From an optimization exercise on the open Yosys and OpenROAD flow, aimed at small area; shortcuts taken in it are not production practice. Function was checked by simulation only, so behaviour that the tests miss may differ from the original. The flow treats the clock pin as an ideal source, which a real chip does not have. Power figures rest on the tool's default switching activity, not on a simulated workload.

## P
==> flow/design.v (excerpt) <==
module avalon_uart (
    input               clk,
    input               rst,
    input               avn_read,
    input               avn_write,
    input [4:0]         avn_address,
    input [31:0]        avn_writedata,
    output reg [31:0]   avn_readdata,
    output              avn_waitrequest,
    output              int_txwm,
    output              int_rxwm,
    output              uart_txd,
    input               uart_rxd
);
Size: ~820 cells after synthesis, about 260 flip-flops, roughly 78 I/O pins, about 9800 um^2 of cells after synthesis.
Settings: LEC_CHECK=0, CAP_MARGIN=20, CORE_MARGIN=2, CORE_UTILIZATION=40, SLEW_MARGIN=20; clock period 5.0 ns.
standard.sh (not shown) runs the stock make flow with config.mk's settings and CLKGATE_MAP_FILE= SYNTH_SCRIPT=/design/flow/synth_recipe.tcl, a recipe that flattens the netlist after the stock synthesis.
==> flow/flow/run.sh <==
#!/bin/bash
# The standard ORFS layout with these changes:
# - no hard adder cells before ABC (ADDER_MAP_FILE empty), so ABC maps
#   the counters and comparators with the rest of the logic;
# - ABC maps the logic for area (flow/abc_area_map.script: fraig, dc2,
#   dch, amap) instead of ORFS's speed script, without the weak _0 cells
#   that have a _1 twin of the same area; registers are mapped before
#   ABC, so they are the standard synthesis's;
# - clock tree synthesis adds no dummy loads and builds clusters of
#   clkbuf_8, then flow/clock_buffer_sizing.tcl downsizes clock buffers
#   that have slew to spare;
# - ports are buffered with buf_1.
# Each ORFS step keeps its own log under orfs/logs; standard.log has
# make's output.
set -euo pipefail
here=$(pwd)
rm -rf "$here/scripts"
cp -r "$FLOW_HOME/scripts" "$here/scripts"
cp "$here/flow/abc_area_map.script" "$here/scripts/abc_area_map.script"
sed -i 's#/abc_speed.script#/abc_area_map.script#' "$here/scripts/synth_preamble.tcl"
grep -q abc_area_map.script "$here/scripts/synth_preamble.tcl"
# ABC also leaves out the _0 drive variants that have a _1 variant of the
# same area, so that equal-area choices take the stronger cell
sed -i 's#{\*}\$lib_dont_use_args -constr#{*}$lib_dont_use_args {*}$::env(ABC_EXTRA_DONT_USE) -constr#' "$here/scripts/synth_preamble.tcl"
grep -q ABC_EXTRA_DONT_USE "$here/scripts/synth_preamble.tcl"
sed -i "s#^log_cmd clock_tree_synthesis {\*}\$cts_args\$#&\nsource $here/flow/clock_buffer_sizing.tcl#" "$here/scripts/cts.tcl"
grep -q clock_buffer_sizing.tcl "$here/scripts/cts.tcl"
export SCRIPTS_DIR="$here/scripts"
export ADDER_MAP_FILE=
export ABC_EXTRA_DONT_USE="-dont_use sky130_fd_sc_hd__o21ai_0 -dont_use sky130_fd_sc_hd__a21boi_0 -dont_use sky130_fd_sc_hd__and2_0 -dont_use sky130_fd_sc_hd__o311ai_0 -dont_use sky130_fd_sc_hd__or2_0"
export CTS_ARGS="-sink_clustering_enable -repair_clock_nets -dont_use_dummy_load -buf_list sky130_fd_sc_hd__clkbuf_8 -sink_clustering_size 16 -sink_clustering_max_diameter 60"
export CLK_BUF_MAX_SLEW=0.100
export BUFFER_PORTS_ARGS="-buffer_cell sky130_fd_sc_hd__buf_1"
bash standard.sh > standard.log 2>&1
Other scripts of this flow, unchanged in this note and not shown: flow/flow/abc_area_map.script, flow/flow/clock_buffer_sizing.tcl
For Q, these inputs were changed with respect to P:
==> flow/flow/run.sh <==
#!/bin/bash
# The standard ORFS layout with these changes:
# - no hard adder cells before ABC (ADDER_MAP_FILE empty), so ABC maps
#   the counters and comparators with the rest of the logic;
# - ABC maps the logic for area (flow/abc_area_map.script: fraig, dc2,
#   dch, amap) instead of ORFS's speed script; registers are mapped
#   before ABC, so they are the standard synthesis's;
# - clock tree synthesis adds no dummy loads and builds clusters of
#   clkbuf_8, then flow/clock_buffer_sizing.tcl downsizes clock buffers
#   that have slew to spare;
# - ports are buffered with buf_1.
# Each ORFS step keeps its own log under orfs/logs; standard.log has
# make's output.
set -euo pipefail
here=$(pwd)
rm -rf "$here/scripts"
cp -r "$FLOW_HOME/scripts" "$here/scripts"
cp "$here/flow/abc_area_map.script" "$here/scripts/abc_area_map.script"
sed -i 's#/abc_speed.script#/abc_area_map.script#' "$here/scripts/synth_preamble.tcl"
grep -q abc_area_map.script "$here/scripts/synth_preamble.tcl"
sed -i "s#^log_cmd clock_tree_synthesis {\*}\$cts_args\$#&\nsource $here/flow/clock_buffer_sizing.tcl#" "$here/scripts/cts.tcl"
grep -q clock_buffer_sizing.tcl "$here/scripts/cts.tcl"
export SCRIPTS_DIR="$here/scripts"
export ADDER_MAP_FILE=
export GPL_KEEP_OVERFLOW=0
export CTS_ARGS="-sink_clustering_enable -repair_clock_nets -dont_use_dummy_load -buf_list sky130_fd_sc_hd__clkbuf_8 -sink_clustering_size 16 -sink_clustering_max_diameter 60"
export CLK_BUF_MAX_SLEW=0.100
export BUFFER_PORTS_ARGS="-buffer_cell sky130_fd_sc_hd__buf_1"
bash standard.sh > standard.log 2>&1
## What came out
- Q against P; routed length on met2 is up slightly.
- Delta(clock insertion delay at the later pin of the skew report, Q - P) < 0
- Compared with P, layout clock buffer count in Q decreased by a few percent.
- Looking at TritonCTS buffer count, Q sits below P.
- The portion of total power attributed to the clock network in Q sits 0.6 points below the value recorded for P.
- Taking P as the reference, in Q cell area level; worst hold slack went up 0.027 ns; global-route usage comparable; combined area of the multi-input logic cells rose by about 2.2%; vias after detailed routing went up by 0.34%.
- Relative slew slack (higher): P
For R, these inputs were changed with respect to Q:
-- flow/flow/run.sh --
<<< Q, line 23
export SCRIPTS_DIR="$here/scripts"
export ADDER_MAP_FILE=
export GPL_KEEP_OVERFLOW=0
export CTS_ARGS="-sink_clustering_enable -repair_clock_nets -dont_use_dummy_load -buf_list sky130_fd_sc_hd__clkbuf_8 -sink_clustering_size 16 -sink_clustering_max_diameter 60"
export CLK_BUF_MAX_SLEW=0.100
export BUFFER_PORTS_ARGS="-buffer_cell sky130_fd_sc_hd__buf_1"
>>> R, line 23
export SCRIPTS_DIR="$here/scripts"
export ADDER_MAP_FILE=
export CTS_ARGS="-sink_clustering_enable -repair_clock_nets -dont_use_dummy_load -buf_list sky130_fd_sc_hd__clkbuf_8 -sink_clustering_size 18 -sink_clustering_max_diameter 70"
export CLK_BUF_MAX_SLEW=0.100
export BUFFER_PORTS_ARGS="-buffer_cell sky130_fd_sc_hd__buf_1"
### Flow results
Post-route fraction of the period consumed by the critical path in R is 11 points below Q. Compared with Q, R shows a lower CTS buffer count. R vs. Q: distinct cell type count after synthesis comparable; worst hold slack now smaller; clock-net power now smaller. Compared with Q, in R count of vias placed by the detailed router went down 55; total area of sequential cells held; maximum fanout along the worst path went up 1; average size of a mapped cell held; worst relative slew slack went up 1.6 points.
Relative to R, the following input files were edited for S:
-- flow/flow/run.sh --
<<< R, line 23
export SCRIPTS_DIR="$here/scripts"
export ADDER_MAP_FILE=
export CTS_ARGS="-sink_clustering_enable -repair_clock_nets -dont_use_dummy_load -buf_list sky130_fd_sc_hd__clkbuf_8 -sink_clustering_size 18 -sink_clustering_max_diameter 70"
export CLK_BUF_MAX_SLEW=0.100
export BUFFER_PORTS_ARGS="-buffer_cell sky130_fd_sc_hd__buf_1"
>>> S, line 23
export SCRIPTS_DIR="$here/scripts"
export ADDER_MAP_FILE=
export CTS_ARGS="-sink_clustering_enable -repair_clock_nets -dont_use_dummy_load -buf_list sky130_fd_sc_hd__clkbuf_8 -sink_clustering_size 16 -sink_clustering_max_diameter 60"
export CLK_BUF_MAX_SLEW=0.100
export BUFFER_PORTS_ARGS="-buffer_cell sky130_fd_sc_hd__buf_1"
==> comparison <==
- Power per cell area delta for S relative to R: 0.75% higher
- Number of non-clock inverters: R vs S identical
- [S vs R] post-route clock period utilization: higher in S
- | power | S vs R | 1.2% higher |

afterwards: timing with drivers on the ports:
The flow's constraints put no driver on any port. The routed layouts listed below were extracted and timed again, unchanged, in two steps. Step 1: set_driving_cell puts a clkbuf_16 on clk and a buf_2 on each other input, an assumption about the parent block. Step 2 also shifts input and output timing later by t, the mid clock arrival at the registers, as if the neighbouring blocks saw the same clock. Slacks: no drivers / after step 1 / after step 2; pairs: no drivers / after step 1.
run | t, ns | setup slack, ns | worst hold slack (ns) | slew at the worst register clock pin (ns)
P | 0.598 | 1.245 / 1.203 / 1.354 | 0.400 / 0.400 / 0.400 | 0.10 / 0.10
Q | 0.599 | 0.792 / 0.749 / 1.348 | 0.427 / 0.427 / 0.427 | 0.10 / 0.10
R | 0.583 | 1.319 / 1.275 / 1.393 | 0.413 / 0.413 / 0.413 | 0.12 / 0.12
S | 0.587 | 1.286 / 1.246 / 1.373 | 0.418 / 0.418 / 0.418 | 0.10 / 0.10
After both steps every run listed still meets setup and hold.
